Background: an optimization exercise with open tools, aiming at small area and a short achievable clock period. Do not read the settings as production practice.
Where RTL was checked, it was by simulation tests only, not by an equivalence proof against the original.
No activity file was given, so power comes from the tool's default toggle rates.

Setup of JK:
==> flow/design.v (excerpt) <==
module packet_router #(
  parameter integer PATH_COUNT = 4,
  parameter integer DATA_WIDTH = 64
)(
  input   wire                                  iClk,
  input   wire                                  iRst,
  input   wire                                  iPktValid,
  input   wire  [DATA_WIDTH-1:0]                iPktData,
  output  wire  [DATA_WIDTH-1:0]                oData,
  output  wire  [PATH_COUNT-1:0]                oDataVld,
  input   wire  [PATH_COUNT-1:0] [31:0]         iRegMatchCriteria
);
reg  [3:0]            occ [0:3];  
reg  [3:0]            wp  [0:3];  
reg  [3:0]            rp  [0:3];  
reg  [DATA_WIDTH-1:0] mem [0:15];  
reg  [3:0]            sel;
reg  [DATA_WIDTH-1:0] dataOut;
reg  [3:0]            dataOutVld;
wire [3:0] wr;
genvar q, k;
generate
  for (q = 0; q < 4; q = q + 1) begin : g_wr
    assign wr[q] = iPktValid & (iRegMatchCriteria[q][31:28] == iPktData[DATA_WIDTH-1:DATA_WIDTH-4]);
  end
endgenerate
wire [3:0] ne = {occ[3][0], occ[2][0], occ[1][0], occ[0][0]};
wire [3:0] rd = sel & ne;
wire [15:0] rsel;
generate
  for (q = 0; q < 4; q = q + 1) begin : g_rsel
    assign rsel[4*q+3:4*q] = rp[q] & {4{sel[q]}};
  end
endgenerate
  ...
Settings: LEC_CHECK=0, CAP_MARGIN=20, CORE_MARGIN=2, CORE_UTILIZATION=70, CTS_CLUSTER_DIAMETER=80, CTS_CLUSTER_SIZE=25, SETUP_SLACK_MARGIN=3.0, SLEW_MARGIN=20, TNS_END_PERCENT=25; clock period 5.0 ns.
run.sh (not shown) runs the stock make flow with config.mk's settings and CLKGATE_MAP_FILE= SYNTH_SCRIPT=/design/flow/synth_recipe.tcl, a recipe that flattens the netlist after the stock synthesis.
JK: full flow OK, the timing, design-rule and antenna checks passed
Changes in MS relative to JK:
- changing CORE_UTILIZATION from 70 to 60
Notes after the runs:
- The sequential share of cell area was comparable across JK and MS.
- Against JK, MS reports a net switching power that is higher.
- From JK to MS the numbers moved as follows: post-route DRC violation count essentially unchanged; global-route met1 utilization went down by 4.6 points.
- Summary of MS over JK: routed wire length on met3 -3000 µm; hold slack ~0 delta; net count of the finished layout -0.35%; final area ~0 delta; die boundary width +19 µm.
- MS finished every stage and its layout cleared the timing, design-rule and antenna checks.
- From JK to MS the numbers moved as follows: number of buffers inserted by post-CTS setup repair rose 3, global router's overall resource usage fell 4.5 points.

---

The RTL this note starts from:
==> flow/design.v <==
`timescale 1ns/1ps
module packet_router #(
  parameter integer PATH_COUNT = 4,
  parameter integer DATA_WIDTH = 64
)(
  input   wire                                  iClk,
  input   wire                                  iRst,
  input   wire                                  iPktValid,
  input   wire  [DATA_WIDTH-1:0]                iPktData,
  output  wire  [DATA_WIDTH-1:0]                oData,
  output  wire  [PATH_COUNT-1:0]                oDataVld,
  input   wire  [PATH_COUNT-1:0] [31:0]         iRegMatchCriteria
);
reg  [3:0]            ne;         
reg  [3:0]            wp [0:3];   
reg  [3:0]            rp [0:3];   
reg  [DATA_WIDTH-1:0] mem [0:15];  
reg  [1:0]            prev;
reg  [DATA_WIDTH-1:0] dataOut;
reg  [3:0]            dataOutVld;
wire [3:0] wr;
genvar q, k;
generate
  for (q = 0; q < 4; q = q + 1) begin : g_wr
    assign wr[q] = iPktValid & (iRegMatchCriteria[q][31:28] == iPktData[DATA_WIDTH-1:DATA_WIDTH-4]);
  end
endgenerate
reg [3:0] sel;    
reg [1:0] sel_idx;
always @(*) begin
  sel = 4'b0;
  sel_idx = prev + 2'd1;
  if      (ne[prev + 2'd1]) sel_idx = prev + 2'd1;
  else if (ne[prev + 2'd2]) sel_idx = prev + 2'd2;
  else if (ne[prev + 2'd3]) sel_idx = prev + 2'd3;
  else if (ne[prev])        sel_idx = prev;
  sel[sel_idx] = 1'b1;
end
wire [3:0] rd = sel & ne;
wire [DATA_WIDTH-1:0] head [0:3];
generate
  for (q = 0; q < 4; q = q + 1) begin : g_head
    assign head[q] = ({DATA_WIDTH{rp[q][0]}} & mem[4*q+0])
                   | ({DATA_WIDTH{rp[q][1]}} & mem[4*q+1])
                   | ({DATA_WIDTH{rp[q][2]}} & mem[4*q+2])
                   | ({DATA_WIDTH{rp[q][3]}} & mem[4*q+3]);
  end
endgenerate
wire [DATA_WIDTH-1:0] rdata = ({DATA_WIDTH{sel[0]}} & head[0])
                            | ({DATA_WIDTH{sel[1]}} & head[1])
                            | ({DATA_WIDTH{sel[2]}} & head[2])
                            | ({DATA_WIDTH{sel[3]}} & head[3]);
generate
  for (q = 0; q < 4; q = q + 1) begin : g_q
    wire [3:0] rp_nxt = {rp[q][2:0], rp[q][3]};
    wire [3:0] wp_nxt = {wp[q][2:0], wp[q][3]};
    always @(posedge iClk) begin
      if (iRst) begin
        ne[q] <= 1'b0;
        wp[q] <= 4'b0001;
        rp[q] <= 4'b0001;
      end else begin
        ne[q] <= wr[q] | (ne[q] & ~(rd[q] & (rp_nxt == wp[q])));
        if (wr[q]) wp[q] <= wp_nxt;
        if (rd[q]) rp[q] <= rp_nxt;
      end
    end
    for (k = 0; k < 4; k = k + 1) begin : g_slot
      always @(posedge iClk) begin
        if (wr[q] && wp[q][k])
          mem[4*q+k] <= iPktData;
      end
    end
  end
endgenerate
always @(posedge iClk) begin
  if (iRst) begin
    prev       <= 2'd0;
    dataOutVld <= 4'd0;
  end else begin
    prev       <= sel_idx;
    dataOutVld <= rd;
  end
  dataOut <= rdata;
end
assign oData    = dataOut;
assign oDataVld = dataOutVld;
endmodule
Settings: LEC_CHECK=0, CAP_MARGIN=20, CORE_MARGIN=2, CORE_UTILIZATION=40, SLEW_MARGIN=20; clock period 5.0 ns.
Edit:
- SETUP_SLACK_MARGIN: default -> 2.5
The changed run passed the timing, design-rule and antenna checks.
Wire length climbs by 10%.
Worst hold slack got worse by 0.0091 ns.
Global-route usage climbs by 2.0 points.
Via count climbs by 4.0%.
Final area climbs by 1.9%.
Setup slack improved by 1.1 ns.
Core utilization climbs by 0.92 points.
Power drops by 1.5%.
Sequential power is about the same.
Clock skew drops by 0.016 ns.
Cell count climbs by 2.4%.

---

packet_router, a different RTL version from the one above (not shown whole).
For scale: ~1100 flip-flops, about 260 I/O pins, ~0.040 mm^2 of cells after synthesis.
make LEC_CHECK=0 CAP_MARGIN=20 CORE_MARGIN=2 CORE_UTILIZATION=60 CTS_CLUSTER_DIAMETER=80 CTS_CLUSTER_SIZE=25 SETUP_SLACK_MARGIN=3.0 SLEW_MARGIN=20 TNS_END_PERCENT=25 finish   # period 5.0 ns
==> next run, changes <==
==> flow/flow/run.sh (new file) <==
#!/bin/bash
# Layout flow: the standard ORFS flow (standard.sh, unchanged synthesis,
# floorplan, placement, CTS and routing), with the smallest buffer given to
# buffer_ports for the port buffers; timing repair still resizes them.
cp standard.sh standard_sh.log
export BUFFER_PORTS_ARGS="-buffer_cell sky130_fd_sc_hd__buf_1"
bash standard.sh > standard.log 2>&1
==> flow/standard.sh (new file) <==
#!/bin/bash
# synth_recipe.tcl (not shown) runs the flow's synth.tcl, then flattens the netlist and writes it again
# the make line also repeats each setting of config.mk as NAME=value (left out here)
make -C /OpenROAD-flow-scripts/flow DESIGN_CONFIG=/design/flow/config.mk WORK_HOME=/design/flow/orfs CLKGATE_MAP_FILE= SYNTH_SCRIPT=/design/flow/synth_recipe.tcl "${@:-finish}"
removed: flow/run.sh
Result:
- register-to-register slack got worse by 0.10 ns
- final cell count went down slightly
- area after synthesis is unchanged
- worst hold slack loses 0.0082 ns
- total power barely changes
- global-route usage rises by 0.80 points
- worst setup slack loses 0.074 ns
- via count barely changes
- routed wire length is higher by a few percent
No functional check of the RTL was part of any run of this note.

---

## old
RTL: one of the versions met above, not the one the previous note started from.
Size: roughly 2,200 cells after synthesis, about 260 I/O pins, about 0.041 mm² of cells after synthesis.
==> flow/design.v (excerpt) <==
module packet_router #(
  parameter integer PATH_COUNT = 4,
  parameter integer DATA_WIDTH = 64
)(
  input   wire                                  iClk,
  input   wire                                  iRst,
  input   wire                                  iPktValid,
  input   wire  [DATA_WIDTH-1:0]                iPktData,
  output  wire  [DATA_WIDTH-1:0]                oData,
  output  wire  [PATH_COUNT-1:0]                oDataVld,
  input   wire  [PATH_COUNT-1:0] [31:0]         iRegMatchCriteria
);
make LEC_CHECK=0 CAP_MARGIN=20 CORE_MARGIN=2 CORE_UTILIZATION=60 CTS_CLUSTER_DIAMETER=80 CTS_CLUSTER_SIZE=25 SETUP_SLACK_MARGIN=3.2 SLEW_MARGIN=20 TNS_END_PERCENT=40 finish   # period 5.0 ns
Stock flow here: none of the scripts above is used.
--- input diff old..new ---
==> flow/flow/run.sh (new file) <==
#!/bin/bash
# Layout flow: the standard ORFS flow (standard.sh, unchanged synthesis,
# floorplan, placement, CTS and routing), with the smallest buffer given to
# buffer_ports for the port buffers; timing repair still resizes them.
cp standard.sh standard_sh.log
export BUFFER_PORTS_ARGS="-buffer_cell sky130_fd_sc_hd__buf_1"
bash standard.sh > standard.log 2>&1
==> flow/standard.sh (new file) <==
#!/bin/bash
# synth_recipe.tcl (not shown) runs the flow's synth.tcl, then flattens the netlist and writes it again
# the make line also repeats each setting of config.mk as NAME=value (left out here)
make -C /OpenROAD-flow-scripts/flow DESIGN_CONFIG=/design/flow/config.mk WORK_HOME=/design/flow/orfs CLKGATE_MAP_FILE= SYNTH_SCRIPT=/design/flow/synth_recipe.tcl "${@:-finish}"
-- flow/config.mk --
<<< old, line 11
export CTS_CLUSTER_DIAMETER = 80
export CTS_CLUSTER_SIZE = 25
export SETUP_SLACK_MARGIN = 3.2
export SLEW_MARGIN = 20
export TNS_END_PERCENT = 40
>>> new, line 11
export CTS_CLUSTER_DIAMETER = 80
export CTS_CLUSTER_SIZE = 25
export SETUP_SLACK_MARGIN = 2.9
export SLEW_MARGIN = 20
export TNS_END_PERCENT = 25
removed: flow/run.sh
- Between old and new, the flow reports standby leakage power decreasing by a little under 10%.
- The detailed-placement wirelength estimate was comparable across new and old.
- Multi-input logic cell count on new is down relative to old.
- The maximum clock frequency of new is lower than that of old.
- The estimated power of new ends up lower than the estimate for old.
- Cell area | new vs old | new smaller
- In new relative to old, cell count had gone down by a few percent.
- Relative to old, the clock network power share of new is higher by 0.2 points.

[afterwards: timing with drivers on the ports]
No port has a modelled driver above. Below, the same layouts with a new extraction and two added sets of constraints. Step 1, drivers: a clkbuf_16 drives iClk and a buf_2 each remaining input, both assumed. Step 2, shift: input delay + t, output delay - t, t = (earliest + latest rising clock arrival at the registers) / 2. This alone moves slack from input paths to output paths. Three values: ideal ports, drivers, drivers and shift; two values: the first two.
run	t (ns)	slack for setup (ns)	hold WS [ns]
JK	0.704	2.841 / 2.776 / 2.222	0.480 / 0.480 / 0.480
MS	0.709	2.844 / 2.777 / 2.210	0.478 / 0.478 / 0.478
the first run of note 2	0.742	1.385 / 1.415 / 0.674	0.528 / 0.528 / 0.528
the second run of note 2	0.739	2.464 / 2.464 / 1.812	0.519 / 0.519 / 0.519
the first run of note 3	0.710	2.773 / 2.705 / 2.106	0.488 / 0.488 / 0.488
the second run of note 3	0.716	2.699 / 2.668 / 2.144	0.480 / 0.480 / 0.480
old	0.706	2.844 / 2.778 / 2.234	0.476 / 0.476 / 0.476
new	0.700	2.833 / 2.768 / 2.181	0.483 / 0.483 / 0.483
After both steps every run listed still meets setup and hold. The setup slack of the first run of note 2, which loses most, moves by +0.030 ns with the drivers and by -0.711 ns with both steps.
